What follows belongs to an exercise in optimizing a design on an open flow for small area and a short achievable clock period; a production flow would make more cautious choices.
The RTL was checked by simulation tests, not by an equivalence proof against the original design.
Power figures rest on the tool's default switching activity, not on a simulated workload.

==> flow/design.v, too long to show whole: its modules and the start of the top module <==
// module fa_cell: 4 lines
// module ha_cell: 4 lines
// module hai_cell: 4 lines
// module xnor_cell: 3 lines
// module or_cell: 3 lines
// module ALU_TOP: 2101 lines
module ALU_TOP #(parameter width_top = 16) (A, B, ALU_FUN,
    CLK,RST,
    ARITH_OUT,
    LOGIC_OUT,
    CMP_OUT,
    SHIFT_OUT,
    CARRY_OUT,
    ARITH_FLAG_OUT,
    LOGIC_FLAG_OUT,
    CMP_FLAG_OUT,
    SHIFT_FLAG_OUT
    );
  // ...
==> flow/flow/run.sh <==
#!/bin/bash
# Own layout flow: the standard flow (standard.sh) with two changes made
# through the environment the ORFS scripts read:
#  - the port buffers are sky130_fd_sc_hd__buf_1 instead of the flow's
#    default choice (every input and output port still gets its buffer);
#  - repair_timing aims for 89 ns of setup slack instead of 0, so that it
#    sizes up and buffers the longest paths (the SDC is unchanged).
# The make run's whole output goes to flow_make.log in this folder; ORFS keeps
# each step's full log under orfs/logs/.
set -euo pipefail
export BUFFER_PORTS_ARGS="-buffer_cell sky130_fd_sc_hd__buf_1"
export SETUP_SLACK_MARGIN=89
bash standard.sh > flow_make.log 2>&1
==> flow/standard.sh <==
#!/bin/bash
# synth_recipe.tcl (not shown) runs the flow's synth.tcl, then flattens the netlist and writes it again
# the make line also repeats each setting of config.mk as NAME=value (left out here)
make -C /OpenROAD-flow-scripts/flow DESIGN_CONFIG=/design/flow/config.mk WORK_HOME=/design/flow/orfs CLKGATE_MAP_FILE= SYNTH_SCRIPT=/design/flow/synth_recipe.tcl "${@:-finish}"
==> flow/config.mk <==
export PLATFORM = sky130hd
export DESIGN_NAME = ALU_TOP
export DESIGN_NICKNAME = ALU_TOP
export VERILOG_FILES = /design/flow/design.v
export SDC_FILE = /design/flow/constraint.sdc
export NUM_CORES = 4
export LEC_CHECK = 0
export CAP_MARGIN = 20
export CORE_MARGIN = 2
export CORE_UTILIZATION = 60
export CTS_BUF_LIST = sky130_fd_sc_hd__clkbuf_8
export CTS_CLUSTER_DIAMETER = 60
export CTS_CLUSTER_SIZE = 12
export PLACE_DENSITY = 0.72
export SLEW_MARGIN = 20
export SYNTH_HIERARCHICAL = 1
==> flow/constraint.sdc <==
create_clock -name core_clock -period 130.0 [get_ports {CLK}]
set_input_delay 26.0000 -clock core_clock [delete_from_list [all_inputs] [get_ports {CLK}]]
set_output_delay 26.0000 -clock core_clock [all_outputs]
set_load 0.01 [all_outputs]
==> impl_metrics.yaml, run 1 <==
outcome:
  outcome: "finished clean"
floorplanning:
  die_w_um: 169
  rows: 60
logic_synthesis:
  synth-xor-area-share_pct: 5.34
  synthCells: 1828
  synth.most_common_cell: "nand2_1"
  yosys.area_share.simple_pct: 17.0
  synth-edff-count: 0
  yosysTopAreaCell: "fa_1"
  ys_ff_latch: 56
  synth_fa_ha_area_share_pct: 44.9
timing:
  finalSetupViolations: 0
  fin_setup_tns_ps: 0
  hold_viol: 0
  finalMaxSlewViolations: 0
  fin_ws_ps: 89700
worst_setup_path:
  cp.arrival_ps: 14300
  critical_path.startpoint_type: "flip-flop"
  worstSetupStartpoint: "b_r[14]"
  crit_family: "compound AO/OA/AOI/OAI gates"
  cp_num_buf_inv: 6
power_and_ir_drop:
  power_sequential_mw: 0.0189
  clockPowerShare_pct: 5.2
  pg_clk_mw: 0.0108
  intPower_mw: 0.100
  power.total_mw: 0.206
  switching_share_pct: 51.4
  comb-power_mw: 0.176
cells_and_area:
  seq_share_pct: 6.63
  dominant_cells: "multi-input combinational cells"
  fillerInstances: 2243
  numSequentialCells: 56
  drive_gt1_share_pct: 8.93
  layout.cells.most_common: "nand2_1"
  reg.largest.list: "a_r (16), b_r (16)"
  regArea_mm2: 0.00115
detailed_routing:
  drt_pass1_iterations: 5
  ant_nets: 0
  met3_length_um: 4830
  highest_layer: "met4"
placed_design:
  port_buffers: 125
  place_area_mm2: 0.0169
clocking:
  holdBufCountCts: 0
==> run 2: changes to the inputs <==
--- a/flow/config.mk
+++ b/flow/config.mk
@@ -9,7 +9,5 @@
 export CORE_MARGIN = 2
 export CORE_UTILIZATION = 60
-export CTS_BUF_LIST = sky130_fd_sc_hd__clkbuf_8
-export CTS_CLUSTER_DIAMETER = 60
-export CTS_CLUSTER_SIZE = 12
+export GPL_TIMING_DRIVEN = 1
 export PLACE_DENSITY = 0.72
 export SLEW_MARGIN = 20
==> run 2 against run 1 <==
Routed wire length is 0.26% higher. Cell area is 0.46% higher. Power is 2.3% higher. Sequential power hardly changed. Synthesized area stayed put. Worst setup slack better by 100 ps. Core utilization is 0.30 points higher. Combinational power hardly changed.
==> impl_metrics.yaml, run 2 <==
floorplanning:
  start_util_pct: 61.0
  boundaryPins: 171
  die-area_mm2: 0.0287
  die_y_um: 169
  rows: 60
  coreArea_mm2: 0.0269
  die_w_um: 169
worst_setup_path:
  critPathRequiredTime_ps: 104000
  critical_path.startpoint_type: "flip-flop"
  slowest_stage: "nor4_4"
  critPathKind: "flip-flop to output pin"
  crit_path_frequent_cell: "a21o_1"
  crit_path_end_kind: "output pin"
  slowest_delay_ps: 810
  cp_max_fo: 24
  cp.arrival_ps: 14200
logic_synthesis:
  ys_ff_latch: 56
  synth.most_common_cell: "nand2_1"
  synth_common_cells: "312 x nand2_1, 286 x fa_1, 124 x ha_1"
  synth_area_mm2: 0.0164
  synthFlopType: "dfxtp_1"
  synth_top_family_by_area: "adder cells"
  ys_warn_count: 7
  yosysTopAreaCell: "fa_1"
  synth_fa_ha_area_share_pct: 44.9
  synth-edff-count: 0
  synth_top_cell_area_share_pct: 34.9
  yosys.area_share.simple_pct: 17.0
  synth-xor-area-share_pct: 5.34
  synthMuxAreaShare_pct: 4.88
  synthCells: 1828
  avgSynthCellArea_um2: 8.97
  synth_compound_area_share_pct: 12.9
  yosysUniqueCellTypes: 85
  yosysSeqAreaShare_pct: 6.96
  async_flop_share_pct: 7.14
  synth_top_cells_by_area: "fa_1 35%, ha_1 9.5%, nand2_1 7.1%"
timing:
  fmax_ghz: 0.0249
  rsz0062_at_grt: "false"
  finalMaxSlewViolations: 0
  fin_crit_sh_pct: 30.9
  slew_headroom_pct: 33.0
  period_minus_slack_ps: 40200
  hold_viol: 0
  finalSetupViolations: 0
  fin_setup_tns_ps: 0
  tightest_slew_ps: 1000
cells_and_area:
  reg.largest.list: "a_r (16), b_r (16)"
  synthToLayoutAreaGrowth_pct: 6.33
  layout.cells.most_common: "nand2_1"
  final_cells: 2248
  drive_gt1_share_pct: 9.08
  layout.nets: 2353
  final_cell_mix: "308 x nand2_1, 286 x fa_1, 125 x buf_1, 124 x ha_1, 111 x inv_1"
clocking:
  numCtsBuffers: 5
  cts-htree-levels: 2
  path_clk_slew_ps: 80
  cts_root_buffer: "clkbuf_16"
  holdBufCountCts: 0
  ctsLongestPathBuffers: 2
  cts_tree: "yes"
  clock-sinks: 56
power_and_ir_drop:
  power.density_mw_per_mm2: 12.1
  power.total_mw: 0.211
  leakage_nw: 7.26
  irDropWorstVdd_v: 0.0000134
grt:
  grt_max_degree: 61
  antenna_found_initial: 1
  grt_pass1_wl_um: 75300
  grt_pass1_vias: 14100
  grtUsageTotal_pct: 33.7
  overflow: 0
outcome:
  outcome: "finished clean"
hold_path:
  hp-class: "input port to asynchronous set/reset pin"
detailed_routing:
  ant_nets: 0
  drcViolationCount: 0
  post_drt_wl_per_cell_um: 21.1
  avgViaCountPerCell: 6.17
  drt_wl_total_um: 47400
  vias: 13900
  drt_pass1_iterations: 5
  drtIter0Drc: 1110
placed_design:
  dp.cells: 2212
  dp_hpwl_um: 35800
  port_buffers: 125
  globalplace.congestion: 0.943
flow_run:
  drv_cap: 0
[run 2: cell counts after synthesis]
No cell type changed its count.
[run 2: kinds of logic after synthesis]
family,after synthesis
AOI/OAI and AO/OA,305
xor gates and xnor gates,100
adders and majority gates,419
buffers and inverters,282
DFF,56
muxes,59
other,2
and+or+nand+nor,605
[run 2: cell type report]
type	instances	area, um2
Inverter	116	447
Timing Repair Buffer	191	976
Clock buffer	5	125
Sequential cell	56	1150
Antenna cell	1	2.50
Fill cell	2233	9440
Tap cell	341	427
Multi-Input combinational cell	1535	14300
Clock inverter	3	25.0
[run 2: power by group]
part	internal (mW)	total, mW	switching, mW
clock	0.00733	0.0146	0.00723
sequential	0.0179	0.0189	0.000920
combinational	0.0785	0.178	0.0990
[run 2: layer usage]
metal / routed length (um) / GRT usage [%] / vias up
met5: 0 / 0 / -
met4: 1900 / 13.3 / 0
met3: 4750 / 7.04 / 117
met2: 22100 / 54.0 / 796
met1: 18700 / 45.1 / 6818
li1: - / - / 6141
[run 2: final timing paths]
kind	start	to	slack, ps	cells past startpoint
min in group core_clock	A[0]	a_r[0]	25770	1
setup / recovery	b_r[14]	ARITH_OUT[0]	89800	54
max in group asynchronous	RST	arith_flag	104310	1
hold / removal	RST	arith_flag	25510	1
[run 2: worst max-delay path: cells and delay by family (launching register included)]
family                     cells  cell delay (ps)
adders and majority gates      6             2010
buffers and inverters          5              630
DFF                            1              310
and+or+nand+nor               17             4870
muxes                          1              290
AOI/OAI and AO/OA             25             5720
[run 2: per-stage QoR]
| step | worst slack, ps | hold WS, ps | utilization (%) | area (um2) |
|---|---|---|---|---|
| 2_1_floorplan | 89930 | 25700 | - | 16600 |
| 3_3_place_gp | 88470 | 25830 | 62.8 | 16900 |
| 3_5_place_dp | 88100 | 25840 | 62.8 | 16900 |
| 4_1_cts | 89040 | 25510 | 63.5 | 17100 |
| 5_1_grt | 89020 | 25520 | 64.9 | 17400 |
| 6_report | 89800 | 25510 | 64.9 | 17400 |
[run 2: Yosys stat by module, one instance, submodules excluded]
module     flip-flops and latches  times used  cells inside
ALU_TOP                        56           1          1555
fa_cell                         0         241             1
or_cell                         0          16             1
xnor_cell                       0          16             1
[run 2: what timing repair did]
action	CTS	global route
resized for setup	11	44
gates cloned	0	0
endpoints found under the setup margin	3	11
setup buffers	0	27
pin swaps	0	6
==> run 3: changes to the inputs <==
--- a/flow/flow/run.sh
+++ b/flow/flow/run.sh
@@ -11,3 +11,4 @@
 export BUFFER_PORTS_ARGS="-buffer_cell sky130_fd_sc_hd__buf_1"
 export SETUP_SLACK_MARGIN=89
+export REMOVE_ABC_BUFFERS=1
 bash standard.sh > flow_make.log 2>&1
--- a/flow/config.mk
+++ b/flow/config.mk
@@ -9,5 +9,4 @@
 export CORE_MARGIN = 2
 export CORE_UTILIZATION = 60
-export GPL_TIMING_DRIVEN = 1
 export PLACE_DENSITY = 0.72
 export SLEW_MARGIN = 20
==> run 3 against run 2 <==
Still clean. Cell count rose by 0.27%. Clock power decreased by 5%. Die area unchanged. Sequential share of layout area shrank 0.052 points. Sequential power is essentially flat. Critical endpoint unchanged. Highest routed layer unchanged.
==> impl_metrics.yaml, run 3 <==
outcome:
  outcome: "finished clean"
clocking:
  cts_tree: "yes"
  cts-htree-levels: 2
  cts_root_buffer: "clkbuf_16"
  holdBufCountCts: 0
  clock-sinks: 56
  numCtsBuffers: 5
  ctsLongestPathBuffers: 2
  path_clk_slew_ps: 70
timing:
  rsz0062_at_grt: "false"
  tightest_slew_ps: 1020
  fin_ws_ps: 89760
  hold_viol: 0
  slew_headroom_pct: 31.9
  fin_crit_sh_pct: 31.0
  fmax_ghz: 0.0248
  finalMaxSlewViolations: 0
  period_minus_slack_ps: 40240
  fin_setup_tns_ps: 0
  whs_ps: 25530
  finalSetupViolations: 0
logic_synthesis:
  synthCells: 1828
  avgSynthCellArea_um2: 8.97
  synth.most_common_cell: "nand2_1"
  synth-edff-count: 0
  synthFlopType: "dfxtp_1"
  yosysSeqAreaShare_pct: 6.96
  async_flop_share_pct: 7.14
  synthMuxAreaShare_pct: 4.88
  synth-xor-area-share_pct: 5.34
  synth_top_family_by_area: "adder cells"
  synth_compound_area_share_pct: 12.9
  synth_top_cells_by_area: "fa_1 35%, ha_1 9.5%, nand2_1 7.1%"
  yosysUniqueCellTypes: 85
  synth_fa_ha_area_share_pct: 44.9
  ys_ff_latch: 56
  yosys.area_share.simple_pct: 17.0
  synth_common_cells: "312 x nand2_1, 286 x fa_1, 124 x ha_1"
  yosysTopAreaCell: "fa_1"
  synth_area_mm2: 0.0164
  synth_top_cell_area_share_pct: 34.9
  ys_warn_count: 7
worst_setup_path:
  worstSetupStartpoint: "a_r[6]"
  slowest_delay_ps: 570
  slowest_stage: "or4_1"
  critPathKind: "flip-flop to output pin"
  cp_max_fo: 21
  critPathRequiredTime_ps: 104000
  critical_path.startpoint_type: "flip-flop"
  cp.arrival_ps: 14240
  crit_path_end_kind: "output pin"
power_and_ir_drop:
  p_seq_share_pct: 9.7
  clockPowerShare_pct: 7.1
  leakage_nw: 7.29
  power.total_mw: 0.195
  intPower_mw: 0.0988
  irDropWorstVdd_v: 0.0000102
  comb_power_share_pct: 83.3
  power.density_mw_per_mm2: 11.1
  switching_share_pct: 49.3
  p_switching_mw: 0.0961
cells_and_area:
  diodes: 0
  layout.nets: 2360
  fillerInstances: 2308
  synthToLayoutAreaGrowth_pct: 6.83
  final_cell_mix: "309 x nand2_1, 286 x fa_1, 125 x buf_1, 124 x ha_1, 109 x inv_1"
  final_cells: 2254
  final_util_pct: 65.2
  layout.cells.most_common: "nand2_1"
  stdcell_area_mm2: 0.0175
  reg.largest.list: "a_r (16), b_r (16)"
  drive_gt1_share_pct: 9.57
placed_design:
  post-place-ws_ps: 88110
  port_buffers: 125
  dp.cells: 2214
  place_area_mm2: 0.0169
  dp_hpwl_um: 36100
  globalplace.congestion: 0.940
floorplanning:
  coreArea_mm2: 0.0269
  die-area_mm2: 0.0287
  rows: 60
  start_util_pct: 61.0
  die_w_um: 169
  die_y_um: 169
  boundaryPins: 171
detailed_routing:
  avgViaCountPerCell: 6.19
  ant_nets: 0
  drcViolationCount: 0
  drt_wl_total_um: 48200
  vias: 14000
  drt_pass1_iterations: 7
  post_drt_wl_per_cell_um: 21.4
  drtIter0Drc: 1319
grt:
  grt_pass1_wl_um: 76100
  grt_pass1_vias: 14200
  grt_max_degree: 53
  overflow: 0
  antenna_found_initial: 0
  grtUsageTotal_pct: 34.0
hold_path:
  hp-class: "input port to asynchronous set/reset pin"
flow_run:
  drv_cap: 0
-- run 3: final cells by class --
class	instances	area, um2	share of cell area, %
Timing Repair Buffer	198	1030	5.87
Tap cell	341	427	2.44
Inverter	116	454	2.59
Clock buffer	5	125	0.714
Clock inverter	3	22.5	0.129
Sequential cell	56	1150	6.54
Multi-Input combinational cell	1535	14300	81.7
-- run 3: routing by layer --
metal / track usage (%) / vias up / wire length [um]
met5: 0 / - / 0
li1: - / 6152 / -
met3: 5.74 / 118 / 5180
met1: 47.0 / 6844 / 18900
met2: 55.1 / 844 / 22500
met4: 11.0 / 0 / 1560
-- run 3: critical path, delay by kind of cell (launching register included) --
kind,cells,cell delay (ps)
flip-flops,1,300
adder cells (fa/ha/maj),9,3140
buffers and inverters,5,630
AND/OR/NAND/NOR,16,3410
multiplexers,1,330
AO/OA/AOI/OAI,29,6140
-- run 3: cell families (layout without fill, tap and decap cells) --
family,count (synthesis),in the layout
AO/OA/AOI/OAI,305,305
XOR/XNOR,100,100
adder cells (fa/ha/maj),419,419
buffers and inverters,282,322
flip-flops,56,56
multiplexers,59,59
other,2,47
AND/OR/NAND/NOR,605,605
-- run 3: how the worst max path moves through the flow --
stage	slack [ps]	cells after the start	to
2_1_floorplan	90020	56	ARITH_OUT[0]
3_3_place_gp	88250	57	ARITH_OUT[0]
3_5_place_dp	88110	57	ARITH_OUT[0]
4_1_cts	88950	56	ARITH_OUT[0]
5_1_grt	88920	58	ARITH_OUT[0]
6_report	89760	60	ARITH_OUT[0]
-- run 3: Yosys stat by module, one instance, submodules excluded --
module     area (um2)  flops+latches  copies in the design
or_cell          6.26              0                    16
ALU_TOP         11300             56                     1
xnor_cell        8.76              0                    16
fa_cell          20.0              0                   241
-- run 3: power by group through the flow --
stage | Sequential, mW | Clock, mW | Combinational, mW
floorplan | 0.0216 | 0 | 0.116
global placement | 0.0192 | 0 | 0.157
detailed placement | 0.0192 | 0 | 0.159
CTS | 0.0188 | 0.0140 | 0.161
global route | 0.0189 | 0.0147 | 0.186
finish | 0.0188 | 0.0138 | 0.162
-- run 3: timing repair --
| action | in CTS | in global routing |
|---|---|---|
| gates resized for setup | 13 | 49 |
| pin swaps | 0 | 5 |
| buffers inserted | 0 | 32 |
| hold endpoints to repair | 0 | 0 |
| setup endpoints to repair | 7 | 11 |
==> run 4: changes to the inputs <==
--- a/flow/flow/run.sh
+++ b/flow/flow/run.sh
@@ -11,4 +11,3 @@
 export BUFFER_PORTS_ARGS="-buffer_cell sky130_fd_sc_hd__buf_1"
 export SETUP_SLACK_MARGIN=89
-export REMOVE_ABC_BUFFERS=1
 bash standard.sh > flow_make.log 2>&1
--- a/flow/config.mk
+++ b/flow/config.mk
@@ -6,4 +6,5 @@
 export NUM_CORES = 4
 export LEC_CHECK = 0
+export ABC_AREA = 1
 export CAP_MARGIN = 20
 export CORE_MARGIN = 2
==> run 4 against run 3 <==
Still clean on timing, DRC and antenna. Critical path depth decreased by 24. Sequential share of layout area increased by 0.21 points. Clock power increased by 7%. Die area decreased by 0.20%. Cell count increased by 12%. Routed wire length decreased by 1.9%. Core utilization decreased by 2.2 points. Global-route usage increased by 0.21 points. Via count increased by 2.1%.
==> impl_metrics.yaml, run 4 <==
outcome:
  outcome: "finished clean"
cells_and_area:
  drive_gt1_share_pct: 7.17
  reg.largest.list: "a_r (16), b_r (16)"
  layout.cells.most_common: "nand2_1"
  layout.nets: 2623
  final_cell_mix: "617 x nand2_1, 286 x fa_1, 253 x inv_1, 131 x nand3_1, 125 x buf_1"
  diodes: 0
  synthToLayoutAreaGrowth_pct: 3.46
  final_cells: 2517
detailed_routing:
  avgViaCountPerCell: 5.66
  drcViolationCount: 0
  post_drt_wl_per_cell_um: 18.8
  drtIter0Drc: 1146
  vias: 14200
  drt_pass1_iterations: 5
  drt_wl_total_um: 47300
  ant_nets: 0
power_and_ir_drop:
  p_seq_share_pct: 9.6
  power.density_mw_per_mm2: 11.9
  intPower_mw: 0.0970
  p_switching_mw: 0.104
  leakage_nw: 8.07
  comb_power_share_pct: 83.1
  switching_share_pct: 51.8
  clockPowerShare_pct: 7.4
  irDropWorstVdd_v: 0.0000137
grt:
  grt_max_degree: 52
  antenna_found_initial: 0
  grt_pass1_wl_um: 75100
  overflow: 0
  grt_pass1_vias: 14200
  grtUsageTotal_pct: 34.2
timing:
  finalSetupViolations: 0
  hold_viol: 0
  slew_headroom_pct: 28.0
  fin_crit_sh_pct: 30.9
  tightest_slew_ps: 1080
  finalMaxSlewViolations: 0
  rsz0062_at_grt: "false"
  period_minus_slack_ps: 40220
  fmax_ghz: 0.0249
  fin_setup_tns_ps: 0
logic_synthesis:
  synth-edff-count: 0
  ys_warn_count: 7
  synth_area_mm2: 0.0164
  synthFlopType: "dfxtp_1"
  synth_common_cells: "618 x nand2_1, 286 x fa_1, 253 x inv_1"
  synth.most_common_cell: "nand2_1"
  avgSynthCellArea_um2: 7.70
  synth_top_cells_by_area: "fa_1 35%, nand2_1 14%, ha_1 9.5%"
  ys_ff_latch: 56
  yosysUniqueCellTypes: 57
  yosysTopAreaCell: "fa_1"
  yosysSeqAreaShare_pct: 6.97
  synth_top_cell_area_share_pct: 35.0
  synthCells: 2125
  async_flop_share_pct: 7.14
flow_run:
  drv_cap: 0
clocking:
  post_cts_buffers: 0
  cts_tree: "yes"
  cts_root_buffer: "clkbuf_16"
  ctsLongestPathBuffers: 2
  numCtsBuffers: 5
  clock-sinks: 56
  cts-htree-levels: 2
  cts_resized: 0
  path_clk_slew_ps: 80
  holdBufCountCts: 0
floorplanning:
  die_y_um: 169
  boundaryPins: 171
  coreArea_mm2: 0.0269
  die-area_mm2: 0.0286
  start_util_pct: 60.9
  die_w_um: 169
  rows: 60
worst_setup_path:
  crit_path_frequent_cell: "fa_1"
  crit_path_end_kind: "output pin"
  critical_path.startpoint_type: "flip-flop"
  slowest_stage: "dfxtp_1"
  crit_family: "adder cells"
  slowest_delay_ps: 850
  critPathRequiredTime_ps: 104000
  cp_max_fo: 21
  cp.arrival_ps: 14220
  critPathKind: "flip-flop to output pin"
  cp_num_buf_inv: 1
placed_design:
  globalplace.congestion: 0.918
  dp.cells: 2509
  dp_hpwl_um: 36800
  port_buffers: 125
hold_path:
  hp-class: "input port to asynchronous set/reset pin"
==> run 4: changes by cell type after synthesis, moves of 28 or more <==
cell,before,now
inv_1,114,253
nor2_1,93,37
xnor2_1,58,18
a21o_1,36,8
nand2_1,312,618
or2_2,4,41
nand3_1,28,131
==> run 4: kinds of logic (layout without fill, tap and decap cells) <==
kind of cell / count (synthesis) / count (layout) / share of synthesized area, %
AOI/OAI and AO/OA: 242 / 242 / 8.64
xor gates and xnor gates: 57 / 57 / 3.05
adders and majority gates: 410 / 410 / 44.5
buffers and inverters: 427 / 433 / 11.6
DFF: 56 / 56 / 6.97
muxes: 2 / 2 / 0.122
other: 2 / 47 / 0.0459
and+or+nand+nor: 929 / 929 / 25.1
==> run 4: through the flow <==
stage / power (mW) / hold WS [ps] / worst slack, ps / util (%) / area, um2
after detailed placement: 0.180 / 25840 / 89970 / 62.4 / 16800
after floorplan: 0.130 / 25700 / 90430 / - / 16500
after global routing: 0.221 / 25500 / 89200 / 63.0 / 16900
after global placement: 0.176 / 25830 / 90250 / 62.4 / 16800
final: 0.201 / 25500 / 89780 / 63.0 / 16900
after CTS: 0.196 / 25500 / 89720 / 63.0 / 16900
==> run 4: worst paths after layout <==
path                        start            end  slack (ps)  cells past startpoint
max in group asynchronous     RST     arith_flag      104310                      1
min in group core_clock      A[3]         a_r[3]       25760                      1
setup / recovery           a_r[1]  ARITH_OUT[31]       89780                     36
hold / removal                RST     arith_flag       25500                      1
==> run 4: power by group through the flow <==
stage	clock network (mW)	logic (mW)	registers, mW
6_report	0.0148	0.167	0.0193
5_1_grt	0.0156	0.186	0.0194
4_1_cts	0.0150	0.162	0.0193
3_5_place_dp	0	0.160	0.0197
3_3_place_gp	0	0.157	0.0196
2_1_floorplan	0	0.111	0.0191
==> run 4: area by class of cell <==
cell class              instances  area [um2]
multi-input cells            1687       13500
clock buffers                   5         125
clock inverters                 3        20.0
well taps                     341         427
inverters                     268        1010
repair buffers                157         709
flip-flops and latches         56        1140
fillers                      2450        9950
==> run 4: Yosys stat by module, one instance, submodules excluded <==
module     flip-flops and latches  copies in the design  area [um2]
ALU_TOP                        56                     1       11100
fa_cell                         0                   241        20.0
or_cell                         0                    16        11.3
xnor_cell                       0                    16        18.8
==> run 4: metal layers <==
metal / GRT usage, % / up-vias / part of all wire (%) / wire, um
met1: 44.4 / 6811 / 40 / 18700
li1: - / 6638 / - / -
met4: 10.2 / 0 / 3.1 / 1470
met5: 0 / - / 0 / 0
met3: 13.0 / 104 / 12 / 5800
met2: 53.7 / 693 / 45 / 21300
==> run 5: changes to the inputs <==
--- a/flow/config.mk
+++ b/flow/config.mk
@@ -6,5 +6,4 @@
 export NUM_CORES = 4
 export LEC_CHECK = 0
-export ABC_AREA = 1
 export CAP_MARGIN = 20
 export CORE_MARGIN = 2
==> run 5 against run 4 <==
Still clean on timing, DRC and antenna. Global-route usage down 0.54 points. Flip-flop and latch count unchanged. Synthesized area increased by 0.21%. Hold slack better by 10 ps. First-iteration DRC count shrank 3.1%. Sequential share of layout area decreased by 0.16 points. Count of clock-buffer cells in the layout did not move. Synthesized cell count shrank 14%. Die area up 0.20%. Via count down 2.6%. Highest routed layer unchanged.
==> impl_metrics.yaml, run 5 <==
outcome:
  outcome: "finished clean"
logic_synthesis:
  async_flop_share_pct: 7.14
  ys_warn_count: 7
  yosysSeqAreaShare_pct: 6.96
  synth_area_mm2: 0.0164
  yosysTopAreaCell: "fa_1"
  synthCells: 1828
  synth.most_common_cell: "nand2_1"
  synth_top_cell_area_share_pct: 34.9
  synth-edff-count: 0
  avgSynthCellArea_um2: 8.97
  yosysUniqueCellTypes: 85
  ys_ff_latch: 56
  synth_common_cells: "312 x nand2_1, 286 x fa_1, 124 x ha_1"
  synth_top_cells_by_area: "fa_1 35%, ha_1 9.5%, nand2_1 7.1%"
  synthFlopType: "dfxtp_1"
timing:
  tightest_slew_ps: 1000
  period_minus_slack_ps: 40200
  hold_viol: 0
  fin_crit_sh_pct: 30.9
  fmax_ghz: 0.0249
  finalSetupViolations: 0
  rsz0062_at_grt: "false"
  fin_setup_tns_ps: 0
  finalMaxSlewViolations: 0
  slew_headroom_pct: 33.0
worst_setup_path:
  cp_num_buf_inv: 5
  crit_path_end_kind: "output pin"
  critPathKind: "flip-flop to output pin"
  critical_path.startpoint_type: "flip-flop"
  crit_path_frequent_cell: "a21o_1"
  crit_family: "compound AO/OA/AOI/OAI gates"
  slowest_delay_ps: 810
  critPathRequiredTime_ps: 104000
  cp.arrival_ps: 14200
  cp_max_fo: 24
  slowest_stage: "nor4_4"
grt:
  met3_usage_pct: 7.04
  grtUsageMet1_pct: 45.1
  overflow: 0
  grt_pass1_vias: 14100
  grt_max_degree: 61
  antenna_found_initial: 1
  use_met2_pct: 54.0
  grt_pass1_wl_um: 75300
  grt.busiest_layer: "met2"
  grtUsageTotal_pct: 33.7
floorplanning:
  start_util_pct: 61.0
  die_y_um: 169
  rows: 60
  die_w_um: 169
  coreArea_mm2: 0.0269
  die-area_mm2: 0.0287
  boundaryPins: 171
cells_and_area:
  multi_input_area_mm2: 0.0143
  layout.cells.most_common: "nand2_1"
  regArea_mm2: 0.00115
  drive_gt1_share_pct: 9.08
  fillerInstances: 2233
  final_cell_mix: "308 x nand2_1, 286 x fa_1, 125 x buf_1, 124 x ha_1, 111 x inv_1"
  stdcell_area_mm2: 0.0174
  reg.largest.list: "a_r (16), b_r (16)"
  final_util_pct: 64.9
  final_cells: 2248
  synthToLayoutAreaGrowth_pct: 6.33
  layout.nets: 2353
clocking:
  path_clk_slew_ps: 80
  ctsLongestPathBuffers: 2
  cts_tree: "yes"
  numCtsBuffers: 5
  clock-sinks: 56
  cts-htree-levels: 2
  cts_root_buffer: "clkbuf_16"
detailed_routing:
  drtIter0Drc: 1110
  ant_nets: 0
  drt_pass1_iterations: 5
  post_drt_wl_per_cell_um: 21.1
  drt_wl_total_um: 47400
  drcViolationCount: 0
  vias: 13900
  avgViaCountPerCell: 6.17
placed_design:
  port_buffers: 125
  dp_hpwl_um: 35800
  dp.cells: 2212
  place_area_mm2: 0.0169
  globalplace.congestion: 0.943
power_and_ir_drop:
  power.density_mw_per_mm2: 12.1
  irDropWorstVdd_v: 0.0000134
  power.total_mw: 0.211
  leakage_nw: 7.26
hold_path:
  hp-class: "input port to asynchronous set/reset pin"
flow_run:
  drv_cap: 0
==> run 5: report_power, final <==
| part | internal [mW] | leakage, nW | switching, mW |
|---|---|---|---|
| combinational | 0.0785 | 6.70 | 0.0990 |
| sequential | 0.0179 | 0.488 | 0.000920 |
| clock | 0.00733 | 0.0723 | 0.00723 |
| total | 0.104 | 7.26 | 0.107 |
==> run 5: timing repair <==
action / CTS / global route
endpoints found under the setup margin: 3 / 11
gates resized for setup: 11 / 44
pin swaps: 0 / 6
setup buffers: 0 / 27
hold buffers: 0 / 0
==> run 5: final timing paths <==
check	from	to	cells past startpoint
max	b_r[14]	ARITH_OUT[0]	54
min	RST	arith_flag	1
max in group asynchronous	RST	arith_flag	1
min in group core_clock	A[0]	a_r[0]	1
==> run 5: kinds of logic (layout without fill, tap and decap cells) <==
| family | Yosys count | in the layout | share of synthesized area [%] |
|---|---|---|---|
| simple gates | 605 | 605 | 17.0 |
| mux | 59 | 59 | 4.88 |
| flops | 56 | 56 | 6.96 |
| fa+ha+maj | 419 | 419 | 44.9 |
| other cells | 2 | 48 | 0.0458 |
| compound gates | 305 | 305 | 12.9 |
| buf+inv | 282 | 315 | 8.03 |
| xor+xnor | 100 | 100 | 5.34 |
==> run 5: area by class of cell <==
class	count	area share (%)
clock inverters	3	0.144
repair buffers	191	5.60
flip-flops and latches	56	6.60
multi-input cells	1535	81.9
well taps	341	2.45
inverters	116	2.56
diodes	1	0.0144
clock buffers	5	0.718
==> run 5: through the flow <==
| step | hold WS, ps | worst slack, ps |
|---|---|---|
| 5_1_grt | 25520 | 89020 |
| 6_report | 25510 | 89800 |
| 4_1_cts | 25510 | 89040 |
| 2_1_floorplan | 25700 | 89930 |
| 3_5_place_dp | 25840 | 88100 |
| 3_3_place_gp | 25830 | 88470 |
==> run 5: layer usage <==
metal,up-vias,part of all wire [%],wire (um)
li1,6141,-,-
met5,-,0,0
met1,6818,39,18700
met3,117,10,4750
met2,796,47,22100
met4,0,4.0,1900
==> run 5: modules after synthesis, one instance, submodules excluded <==
module | cell area (um2) | flip-flops and latches | times used | cells
ALU_TOP | 11300 | 56 | 1 | 1555
fa_cell | 20.0 | 0 | 241 | 1
or_cell | 6.26 | 0 | 16 | 1
xnor_cell | 8.76 | 0 | 16 | 1
==> run 6: changes to the inputs <==
==> flow/flow/run.sh (replaced) <==
#!/bin/bash
# Own layout flow: the standard flow (standard.sh) with two changes made
# through the environment the ORFS scripts read:
#  - the port buffers are sky130_fd_sc_hd__buf_1 instead of the flow's
#    default choice (every input and output port still gets its buffer);
#  - repair_timing aims for 90 ns of setup slack instead of 0, so that it
#    sizes up and buffers the longest paths (the SDC is unchanged).
# The make run's whole output goes to flow_make.log in this folder; ORFS keeps
# each step's full log under orfs/logs/.
set -euo pipefail
export BUFFER_PORTS_ARGS="-buffer_cell sky130_fd_sc_hd__buf_1"
export SETUP_SLACK_MARGIN=90
bash standard.sh > flow_make.log 2>&1
--- a/flow/config.mk
+++ b/flow/config.mk
@@ -6,4 +6,5 @@
 export NUM_CORES = 4
 export LEC_CHECK = 0
+export ABC_AREA = 1
 export CAP_MARGIN = 20
 export CORE_MARGIN = 2
==> run 6 against run 5 <==
Routed wire length is 0.53% higher. Cell count is 13% higher. Flip-flop and latch count did not move. Largest power group unchanged. Critical path type unchanged. Power is 3.5% lower. Count of clock-buffer cells in the layout did not move. Highest routed layer unchanged. Via count up 3.1%. Sequential share of layout area rose by 0.18 points. Die area shrank 0.20%. Critical path depth down 17.
==> impl_metrics.yaml, run 6 <==
floorplanning:
  boundaryPins: 171
  die-area_mm2: 0.0286
  die_w_um: 169
  start_util_pct: 60.9
  die_y_um: 169
  coreArea_mm2: 0.0269
  rows: 60
logic_synthesis:
  synthCells: 2125
  synth_area_mm2: 0.0164
  synth_top_cell_area_share_pct: 35.0
  yosysSeqAreaShare_pct: 6.97
  async_flop_share_pct: 7.14
  ys_ff_latch: 56
  synth.most_common_cell: "nand2_1"
  synth_common_cells: "618 x nand2_1, 286 x fa_1, 253 x inv_1"
  ys_warn_count: 7
  synth_top_cells_by_area: "fa_1 35%, nand2_1 14%, ha_1 9.5%"
  synth-edff-count: 0
  synthFlopType: "dfxtp_1"
  yosysUniqueCellTypes: 57
  avgSynthCellArea_um2: 7.70
  yosysTopAreaCell: "fa_1"
clocking:
  cts_tree: "yes"
  cts_root_buffer: "clkbuf_16"
  numCtsBuffers: 5
  holdBufCountCts: 0
  ctsLongestPathBuffers: 2
  path_clk_slew_ps: 80
  clock-sinks: 56
  cts-htree-levels: 2
timing:
  slew_headroom_pct: 34.1
  fin_crit_sh_pct: 30.4
  fin_ws_ps: 90430
  fmax_ghz: 0.0253
  fin_setup_tns_ps: 0
  finalMaxSlewViolations: 0
  finalSetupViolations: 0
  whs_ps: 25500
  hold_viol: 0
  tightest_slew_ps: 988
  period_minus_slack_ps: 39570
  rsz0062_at_grt: "false"
detailed_routing:
  drcViolationCount: 0
  drt_pass1_iterations: 5
  vias: 14300
  post_drt_wl_per_cell_um: 18.8
  drt_wl_total_um: 47700
  avgViaCountPerCell: 5.64
  drtIter0Drc: 1063
  ant_nets: 0
grt:
  grt_pass1_wl_um: 75100
  grtUsageTotal_pct: 34.2
  overflow: 0
  grt_pass1_vias: 14200
  grt_max_degree: 52
  antenna_found_initial: 0
worst_setup_path:
  worstSetupStartpoint: "b_r[4]"
  cp-endpoint: "ARITH_OUT[31]"
  critPathRequiredTime_ps: 104000
  critPathKind: "flip-flop to output pin"
  crit_path_end_kind: "output pin"
  slowest_delay_ps: 560
  critical_path.startpoint_type: "flip-flop"
  crit_path_frequent_cell: "fa_1"
  cp.arrival_ps: 13570
  slowest_stage: "fa_1"
  cp_max_fo: 12
placed_design:
  port_buffers: 125
  dp_hpwl_um: 36800
  globalplace.congestion: 0.918
  place_area_mm2: 0.0168
  dp.cells: 2509
  post-place-ws_ps: 89970
power_and_ir_drop:
  power.density_mw_per_mm2: 11.9
  power.total_mw: 0.204
  leakage_nw: 8.16
  irDropWorstVdd_v: 0.0000144
cells_and_area:
  drive_gt1_share_pct: 8.75
  final_cell_mix: "616 x nand2_1, 281 x fa_1, 248 x inv_1, 131 x nand3_1"
  layout.nets: 2642
  final_util_pct: 63.9
  stdcell_area_mm2: 0.0172
  layout.cells.most_common: "nand2_1"
  diodes: 0
  synthToLayoutAreaGrowth_pct: 5.00
  final_cells: 2536
  reg.largest.list: "a_r (16), b_r (16)"
hold_path:
  hp-class: "input port to asynchronous set/reset pin"
outcome:
  outcome: "finished clean"
flow_run:
  drv_cap: 0
run 6: kinds of logic (layout without fill, tap and decap cells):
group | count (synthesis) | in the layout | share of synthesized area (%)
buf+inv | 427 | 452 | 11.6
mux | 2 | 2 | 0.122
simple gates | 929 | 929 | 25.1
other cells | 2 | 47 | 0.0459
fa+ha+maj | 410 | 410 | 44.5
xor+xnor | 57 | 57 | 3.05
compound gates | 242 | 242 | 8.64
flops | 56 | 56 | 6.97
run 6: worst max-delay path, delay by kind of cell, from the launching register on:
family          cells  cell delay, ps
compound gates      1             120
fa+ha+maj          30           11860
buf+inv             2             320
flops               1             410
simple gates        4             540
run 6: layout make-up:
cell class	instances	area, um2
clock buffer	5	125
clock inverter	3	20.0
fill	2417	9700
tap	341	427
sequential	56	1160
timing repair buffer	176	900
inverter	268	1030
multi-input combinational	1687	13500
run 6: power by group:
part | internal (mW) | switching, mW | total, mW
clock network | 0.00725 | 0.00767 | 0.0149
registers | 0.0179 | 0.00131 | 0.0192
logic | 0.0740 | 0.0955 | 0.170
run 6: metal layers:
| metal | vias up | routed length, um | global-route usage, % |
|---|---|---|---|
| met3 | 109 | 5950 | 12.7 |
| met2 | 712 | 21400 | 53.8 |
| met1 | 6800 | 18800 | 44.6 |
| met4 | 0 | 1540 | 9.96 |
| li1 | 6681 | - | - |
| met5 | - | 0 | 0 |
run 6: Yosys stat by module, one instance, submodules excluded:
module | area [um2] | flip-flops and latches
fa_cell | 20.0 | 0
or_cell | 11.3 | 0
xnor_cell | 18.8 | 0
ALU_TOP | 11100 | 56
run 6: repair_timing:
item | 4_1_cts | 5_1_grt
buffers inserted | 0 | 18
setup endpoints to repair | 1 | 3
pin swaps | 0 | 1
cloned | 0 | 1
resized for setup | 6 | 29
run 6: worst min path at each step:
stage / startpoint / end / slack [ps]
2_1_floorplan: RST / arith_flag / 25700
3_3_place_gp: RST / arith_flag / 25830
3_5_place_dp: RST / arith_flag / 25840
4_1_cts: RST / arith_flag / 25500
5_1_grt: RST / arith_flag / 25500
6_report: RST / arith_flag / 25500

-- afterwards: timing with drivers on the ports --
No port has a modelled driver above. Below, the same layouts with a new extraction and two added sets of constraints. Step 1, drivers: a clkbuf_16 drives CLK and a buf_2 each remaining input, both assumed. Step 2 adds t to the input delays and takes it off the output delays; t is the mean of the earliest and latest rising clock arrival at the registers after step 1. Input paths then give back, and output paths get back, about the clock's delay inside the block. Three values: no drivers, after step 1, after step 2; two values: the first two.
| run | t (ns) | slack for setup (ns) | worst setup path at the end | worst register clock-pin slew, ns |
|---|---|---|---|---|
| run 1 | 0.364 | 89.697 / 89.660 / 89.718 | input to register | 0.12 / 0.12 |
| run 2 | 0.343 | 89.799 / 89.758 / 89.803 | input to register | 0.09 / 0.09 |
| run 3 | 0.335 | 89.756 / 89.714 / 89.675 | input to register | 0.08 / 0.08 |
| run 4 | 0.365 | 89.777 / 89.725 / 90.090 | register to output | 0.08 / 0.08 |
| run 5 | 0.343 | 89.799 / 89.758 / 89.803 | input to register | 0.09 / 0.09 |
| run 6 | 0.366 | 90.434 / 90.383 / 90.750 | register to output | 0.08 / 0.08 |
After both steps setup and hold are still met in every run listed. The setup slack of run 3, which loses most, moves by -0.042 ns with the drivers and by -0.081 ns with both steps.
